This is an optimization exercise on Yosys and OpenROAD, whose aim is a short achievable clock period and few clock cycles, not a production implementation. In this exercise RTL edits were held to simulation tests only and were not proved equivalent to the original. Power is estimated from default activity; no workload was simulated.

## MS
==> flow/design.v <==
module mux(
    input [31:0] valor1,
    input [31:0] valor2,
    input sinal_mux,
    output [31:0] endereco_saida
);
    assign endereco_saida = (sinal_mux == 0) ? valor1 : valor2;
endmodule
module PC(
    input clock,
    input reset,
    input wire [31:0] endereco_pc,  
    output reg [31:0] endereco_saida  
);
always @(posedge clock) begin
    if (reset) begin
        endereco_saida <= 32'b0;
    end
    else begin
        endereco_saida <= endereco_pc;
    end
end
endmodule
module BRegistradores(
    input clock,                   
    input reg_escrita,              
    input [4:0] endereco_regd,      
    input [4:0] endereco_reg1,      
    input [4:0] endereco_reg2,      
    input [31:0] dado_escrita,      
    output reg [31:0] valor_reg1,   
    output reg [31:0] valor_reg2    
);
    reg [31:0] registradores[1:31];  
    always @(posedge clock) begin
        if (reg_escrita && endereco_regd != 0) begin  
            registradores[endereco_regd] <= dado_escrita;
        end
    end
    always @(*) begin
        if (endereco_reg1 == 5'd0) valor_reg1 = 32'b0;
        else valor_reg1 = registradores[endereco_reg1];
    end
    always @(*) begin
        if (endereco_reg2 == 5'd0) valor_reg2 = 32'b0;
        else valor_reg2 = registradores[endereco_reg2];
    end
endmodule
module ImmGen (
    input [31:0] instrucao, 
    input [6:0] opcode,
    output reg [31:0] imm_estendido
);
    always @(*) begin
        case(opcode)
            7'b0010011:  
                imm_estendido = {{20{instrucao[31]}}, instrucao[31:20]}; 
            7'b0000011:   
                imm_estendido = {{20{instrucao[31]}}, instrucao[31:20]}; 
            7'b0100011:   
                imm_estendido = {{20{instrucao[31]}}, instrucao[31:25], instrucao[11:7]}; 
            7'b1100011:   
                imm_estendido = {{19{instrucao[31]}}, instrucao[31], instrucao[7], instrucao[30:25], instrucao[11:8], 1'b0}; 
            default:     imm_estendido = 32'b0;  
        endcase
    end
endmodule
module ALU #(parameter W = 32, parameter L = 5) (
    input  [W-1:0] a,
    input  [W-1:0] b,
    output [W-1:0] s
);
    wire [W-1:0] g [0:L];
    wire [W-1:0] p [0:L];
    assign g[0] = a & b;
    assign p[0] = a ^ b;
    genvar k, i;
    generate
        for (k = 0; k < L; k = k + 1) begin : lvl
            for (i = 0; i < W; i = i + 1) begin : bit_
                if (i >= (1 << k)) begin : comb
                    assign g[k+1][i] = g[k][i] | (p[k][i] & g[k][i-(1<<k)]);
                    assign p[k+1][i] = p[k][i] & p[k][i-(1<<k)];
                end else begin : pass
                    assign g[k+1][i] = g[k][i];
                    assign p[k+1][i] = p[k][i];
                end
            end
        end
    endgenerate
    assign s = p[0] ^ {g[L][W-2:0], 1'b0};
endmodule
module ALUControl (
    input wire [1:0] ALUop,  
    input wire [2:0] funct3,  
    output reg [3:0] operacao_selecionada  
);
always @(*) begin 
    case (ALUop)
        2'b00: operacao_selecionada = 4'b0010;  
        2'b01: operacao_selecionada = 4'b0110;  
        2'b10: begin
            case(funct3)
                3'b110:operacao_selecionada = 4'b0001;  
                3'b000:operacao_selecionada = 4'b0010;  
                3'b001:operacao_selecionada = 4'b0011;  
                default:operacao_selecionada = 4'b1111;  
            endcase
        end
        2'b11: operacao_selecionada = 4'b0000;  
        default: operacao_selecionada = 4'b1111;  
    endcase
end
endmodule
module Controle (
    input wire [6:0] opcode,         
    input wire [6:0] funct7,          
    input wire [2:0] funct3,          
    output reg [1:0] ALUop,            
    output reg sinal_leitura,          
    output reg sinal_escrita,          
    output reg reg_escrita,            
    output reg ALUSrc,                 
    output reg branch,                 
    output reg MemToReg                
);
    always @(*) begin
        case (opcode)
            7'b0000011: begin  
                ALUop = 2'b00;    
                sinal_leitura = 1;
                sinal_escrita = 0;
                reg_escrita = 1;
                ALUSrc = 1;
                branch = 0;
                MemToReg = 1;
            end
            7'b0100011: begin  
                ALUop = 2'b00;    
                sinal_leitura = 0;
                sinal_escrita = 1;
                reg_escrita = 0;
                ALUSrc = 1;
                branch = 0;
                MemToReg = 0;
            end
            7'b0110011: begin  
                ALUop = 2'b10;    
                sinal_leitura = 0;
                sinal_escrita = 0;
                reg_escrita = 1;
                ALUSrc = 0;
                branch = 0;
                MemToReg = 0;
            end
            7'b0010011: begin  
                ALUop = 2'b11;  
                sinal_leitura = 0;
                sinal_escrita = 0;
                reg_escrita = 1;
                ALUSrc = 1;
                branch = 0;
                MemToReg = 0;
            end
            7'b1100011: begin  
                ALUop = 2'b01;    
                sinal_leitura = 0;
                sinal_escrita = 0;
                reg_escrita = 0;
                ALUSrc = 0;
                branch = 1;
                MemToReg = 0;
            end
            default: begin  
                ALUop = 2'b00;
                sinal_leitura = 0;
                sinal_escrita = 0;
                reg_escrita = 0;
                ALUSrc = 0;
                branch = 0;
                MemToReg = 0;
            end
        endcase
    end
endmodule
module Processador(
    input clock,
    input reset,
    output [31:0] imem_endereco,
    input  [31:0] imem_instrucao,
    output [31:0] dmem_endereco,
    output [15:0] dmem_dado_escrita,
    output        dmem_escrita,
    input  [15:0] dmem_dado_leitura
);
    reg [31:0] pc_f;
    reg        id_valid;
    reg [31:0] id_pc;
    reg [31:0] id_ir;
    reg        stall_r;       
    reg        ex_valid;
    reg [31:0] ex_fall;       
    reg [4:0]  ex_rd;
    reg        ex_wr;         
    reg        ex_load;
    reg        ex_store;
    reg        ex_branch;     
    reg        ex_op_add, ex_op_or, ex_op_and;
    reg [31:0] ex_a, ex_b, ex_b2;    
    reg [31:0] mem_res;       
    reg [15:0] mem_sd;
    reg        mem_we;
    reg        mem_load;
    reg        mem_wr;
    reg [4:0]  mem_rd;
    reg [31:0] wb_val;
    reg        wb_wr;
    reg [4:0]  wb_rd;
    reg [31:0] regs [1:31];
    assign imem_endereco     = pc_f;
    assign dmem_endereco     = mem_res;
    assign dmem_dado_escrita = mem_sd;
    assign dmem_escrita      = mem_we;
    wire [6:0] opc = id_ir[6:0];
    wire [4:0] rs1 = id_ir[19:15];
    wire [4:0] rs2 = id_ir[24:20];
    wire [4:0] rd  = id_ir[11:7];
    wire [2:0] f3  = id_ir[14:12];
    wire d_r      = (opc == 7'b0110011);
    wire d_andi   = (opc == 7'b0010011);
    wire d_load   = (opc == 7'b0000011);
    wire d_store  = (opc == 7'b0100011);
    wire d_branch = (opc == 7'b1100011);
    wire d_imm    = d_andi | d_load | d_store;
    wire d_wr     = (d_r | d_andi | d_load) & (rd != 5'd0);
    wire [31:0] imm_i = {{20{id_ir[31]}}, id_ir[31:20]};
    wire [31:0] imm_s = {{20{id_ir[31]}}, id_ir[31:25], id_ir[11:7]};
    wire [31:0] rf1 = (rs1 == 5'd0) ? 32'd0 : (wb_wr && wb_rd == rs1) ? wb_val : regs[rs1];
    wire [31:0] rf2 = (rs2 == 5'd0) ? 32'd0 : (wb_wr && wb_rd == rs2) ? wb_val : regs[rs2];
    wire ex_wr_v  = ex_valid & ex_wr;
    wire fa_ex    = ex_wr_v && ex_rd == rs1;
    wire fb_ex    = ex_wr_v && ex_rd == rs2;
    wire fa_mem   = mem_wr && mem_rd == rs1;
    wire fb_mem   = mem_wr && mem_rd == rs2;
    wire [31:0] mem_val = mem_load ? {{16{dmem_dado_leitura[15]}}, dmem_dado_leitura} : mem_res;
    wire stall    = stall_r & id_valid;
    wire id_go    = id_valid & ~stall;
    wire [31:0] fi    = imem_instrucao;
    wire        f_bne = (fi[6:0] == 7'b1100011);
    wire        f_jmp = f_bne & (fi[19:15] != fi[24:20]);
    wire [31:0] f_immb = {{19{fi[31]}}, fi[31], fi[7], fi[30:25], fi[11:8], 1'b0};
    wire [12:0] f_lo;
    wire        f_c13;
    ALU #(.W(14), .L(4)) add_tgt (.a({1'b0, pc_f[12:0]}), .b({1'b0, f_immb[12:0]}), .s({f_c13, f_lo}));
    wire [18:0] pc_hi   = pc_f[31:13];
    wire [18:0] pc_hi_p = pc_hi + 19'd1;
    wire [18:0] pc_hi_m = pc_hi - 19'd1;
    wire [18:0] f_hi    = (fi[31] == f_c13) ? pc_hi : fi[31] ? pc_hi_m : pc_hi_p;
    wire [31:0] f_target = {f_hi, f_lo};
    wire        f_use2 = (fi[6:0] == 7'b0110011) | (fi[6:0] == 7'b0100011) | f_bne;
    wire        f_dep  = (fi[19:15] == rd) | (f_use2 & (fi[24:20] == rd));
    wire [31:0] a  = ex_a;
    wire [31:0] b  = ex_b;
    wire [31:0] b2 = ex_b2;
    wire [31:0] sum;
    ALU add_ex (.a(a), .b(b2), .s(sum));
    wire [31:0] res = ex_op_add ? sum :
                      ex_op_or  ? (a | b) :
                      ex_op_and ? (a & ex_b2) :
                                  (a << b[4:0]);
    wire ex_mispred = ex_valid & ex_branch & (a == b);
    wire [31:0] op1 = fa_ex ? res : fa_mem ? mem_val : rf1;
    wire [31:0] op2 = fb_ex ? res : fb_mem ? mem_val : rf2;
    always @(posedge clock) begin
        if (reset) begin
            pc_f     <= 32'd0;
            stall_r  <= 1'b0;
            id_valid <= 1'b0;
            ex_valid <= 1'b0;
            mem_we   <= 1'b0;
            mem_wr   <= 1'b0;
            mem_load <= 1'b0;
            wb_wr    <= 1'b0;
        end else begin
            if (ex_mispred) begin
                pc_f     <= ex_fall;
                id_valid <= 1'b0;
            end else if (!stall) begin
                pc_f     <= f_jmp ? f_target : pc_f + 32'd4;
                id_valid <= 1'b1;
            end
            stall_r  <= id_go & d_load & d_wr & f_dep;
            ex_valid <= id_go & ~ex_mispred;
            mem_we   <= ex_valid & ex_store;
            mem_wr   <= ex_valid & ex_wr;
            mem_load <= ex_load;
            wb_wr    <= mem_wr;
        end
    end
    always @(posedge clock) begin
        if (!stall) begin
            id_pc <= pc_f;
            id_ir <= imem_instrucao;
            ex_fall    <= id_pc + 32'd4;
            ex_rd      <= rd;
            ex_wr      <= d_wr;
            ex_load    <= d_load;
            ex_store   <= d_store;
            ex_branch  <= d_branch & (rs1 != rs2);
            ex_op_add  <= d_load | d_store | (d_r & f3 == 3'b000);
            ex_op_or   <= d_r & f3 == 3'b110;
            ex_op_and  <= d_andi;
            ex_a       <= op1;
            ex_b       <= op2;
            ex_b2      <= d_imm ? (d_store ? imm_s : imm_i) : op2;
        end
        mem_res <= res;
        mem_sd  <= b[15:0];
        mem_rd  <= ex_rd;
        wb_val  <= mem_val;
        wb_rd   <= mem_rd;
        if (wb_wr) regs[wb_rd] <= wb_val;
    end
endmodule
export LEC_CHECK = 0
export CAP_MARGIN = 20
export CORE_MARGIN = 2
export CORE_UTILIZATION = 40
export SLEW_MARGIN = 20
create_clock -name core_clock -period 10.5 [get_ports {clock}]
standard.sh (not shown) runs the stock make flow with config.mk's settings and CLKGATE_MAP_FILE= SYNTH_SCRIPT=/design/flow/synth_recipe.tcl, a recipe that flattens the netlist after the stock synthesis.
==> flow/flow/run.sh <==
#!/bin/bash
set -euo pipefail
bash standard.sh SETUP_SLACK_MARGIN=${MARGIN:-8} finish > standard_flow.log 2>&1
MS ran to completion and came out clean on the timing, DRC and antenna checks.
Testbench counts of MS, summed over its fixed seeds: cycles 15,042.
[inputs] TR vs MS
--- a/flow/design.v
+++ b/flow/design.v
@@ -243,10 +243,11 @@
     wire fa_mem   = mem_wr && mem_rd == rs1;
     wire fb_mem   = mem_wr && mem_rd == rs2;
     wire [31:0] mem_val = mem_load ? {{16{dmem_dado_leitura[15]}}, dmem_dado_leitura} : mem_res;
     wire stall    = stall_r & id_valid;
     wire id_go    = id_valid & ~stall;
+    wire [31:0] id_fall = id_pc + 32'd4;
     wire [31:0] fi    = imem_instrucao;
     wire        f_bne = (fi[6:0] == 7'b1100011);
     wire        f_jmp = f_bne & (fi[19:15] != fi[24:20]);
     wire [31:0] f_immb = {{19{fi[31]}}, fi[31], fi[7], fi[30:25], fi[11:8], 1'b0};
     wire [12:0] f_lo;
@@ -267,10 +268,14 @@
     wire [31:0] res = ex_op_add ? sum :
                       ex_op_or  ? (a | b) :
                       ex_op_and ? (a & ex_b2) :
                                   (a << b[4:0]);
     wire ex_mispred = ex_valid & ex_branch & (a == b);
+    wire ex_sum_zero = ((a ^ b2) == {a[30:0] | b2[30:0], 1'b0});
+    wire id_bpt      = d_branch & (rs1 != rs2);
+    wire id_nt       = id_go & id_bpt & ex_op_add & ex_sum_zero &
+                       ((fa_ex & (rs2 == 5'd0)) | (fb_ex & (rs1 == 5'd0)));
     wire [31:0] op1 = fa_ex ? res : fa_mem ? mem_val : rf1;
     wire [31:0] op2 = fb_ex ? res : fb_mem ? mem_val : rf2;
     always @(posedge clock) begin
         if (reset) begin
             pc_f     <= 32'd0;
@@ -283,10 +288,13 @@
             wb_wr    <= 1'b0;
         end else begin
             if (ex_mispred) begin
                 pc_f     <= ex_fall;
                 id_valid <= 1'b0;
+            end else if (id_nt) begin
+                pc_f     <= id_fall;
+                id_valid <= 1'b0;
             end else if (!stall) begin
                 pc_f     <= f_jmp ? f_target : pc_f + 32'd4;
                 id_valid <= 1'b1;
             end
             stall_r  <= id_go & d_load & d_wr & f_dep;
@@ -299,16 +307,18 @@
     end
     always @(posedge clock) begin
         if (!stall) begin
             id_pc <= pc_f;
             id_ir <= imem_instrucao;
-            ex_fall    <= id_pc + 32'd4;
+        end
+        begin
+            ex_fall    <= id_fall;
             ex_rd      <= rd;
             ex_wr      <= d_wr;
             ex_load    <= d_load;
             ex_store   <= d_store;
-            ex_branch  <= d_branch & (rs1 != rs2);
+            ex_branch  <= id_bpt & ~id_nt;
             ex_op_add  <= d_load | d_store | (d_r & f3 == 3'b000);
             ex_op_or   <= d_r & f3 == 3'b110;
             ex_op_and  <= d_andi;
             ex_a       <= op1;
             ex_b       <= op2;
==> comparison <==
- In the reports for TR and MS, the larger part of the power in combinational logic belongs to TR.
- MS has lower count of clock buffers in the final design than TR.
- Comparing TR with MS, the total wirelength of the detailed-routed design came out essentially unchanged.
- For MS, the critical-path cell with the highest stage delay was sky130_fd_sc_hd__or3_4, unlike TR, where it was sky130_fd_sc_hd__a2111o_1.
- Compared with MS, TR shows a higher overall power after layout.
- Between TR and MS, the final instance area is lower for TR.
Testbench counts of TR, summed over its fixed seeds: cycles 14,875.

-- static timing again, ports no longer ideal --
The flow's constraints put no driver on any port. The routed layouts listed below were extracted and timed again, unchanged, in two steps. Step 1, drivers: a clkbuf_16 drives clock and a buf_2 each remaining input, both assumed. Step 2 adds t to the input delays and takes it off the output delays; t is the mean of the earliest and latest rising clock arrival at the registers after step 1. Input paths then give back, and output paths get back, about the clock's delay inside the block. Slacks: ideal ports / drivers / drivers and shift; pairs: ideal ports / drivers.
| run | shift t [ns] | setup slack, ns | worst setup path after step 2 |
|---|---|---|---|
| MS | 0.879 | 6.654 / 6.700 / 5.820 | input to register |
| TR | 0.881 | 6.723 / 6.772 / 5.890 | input to register |
After both steps every run listed still meets setup and hold. For MS, which loses most, drivers alone change the setup slack by +0.046 ns; drivers and shift together by -0.834 ns.
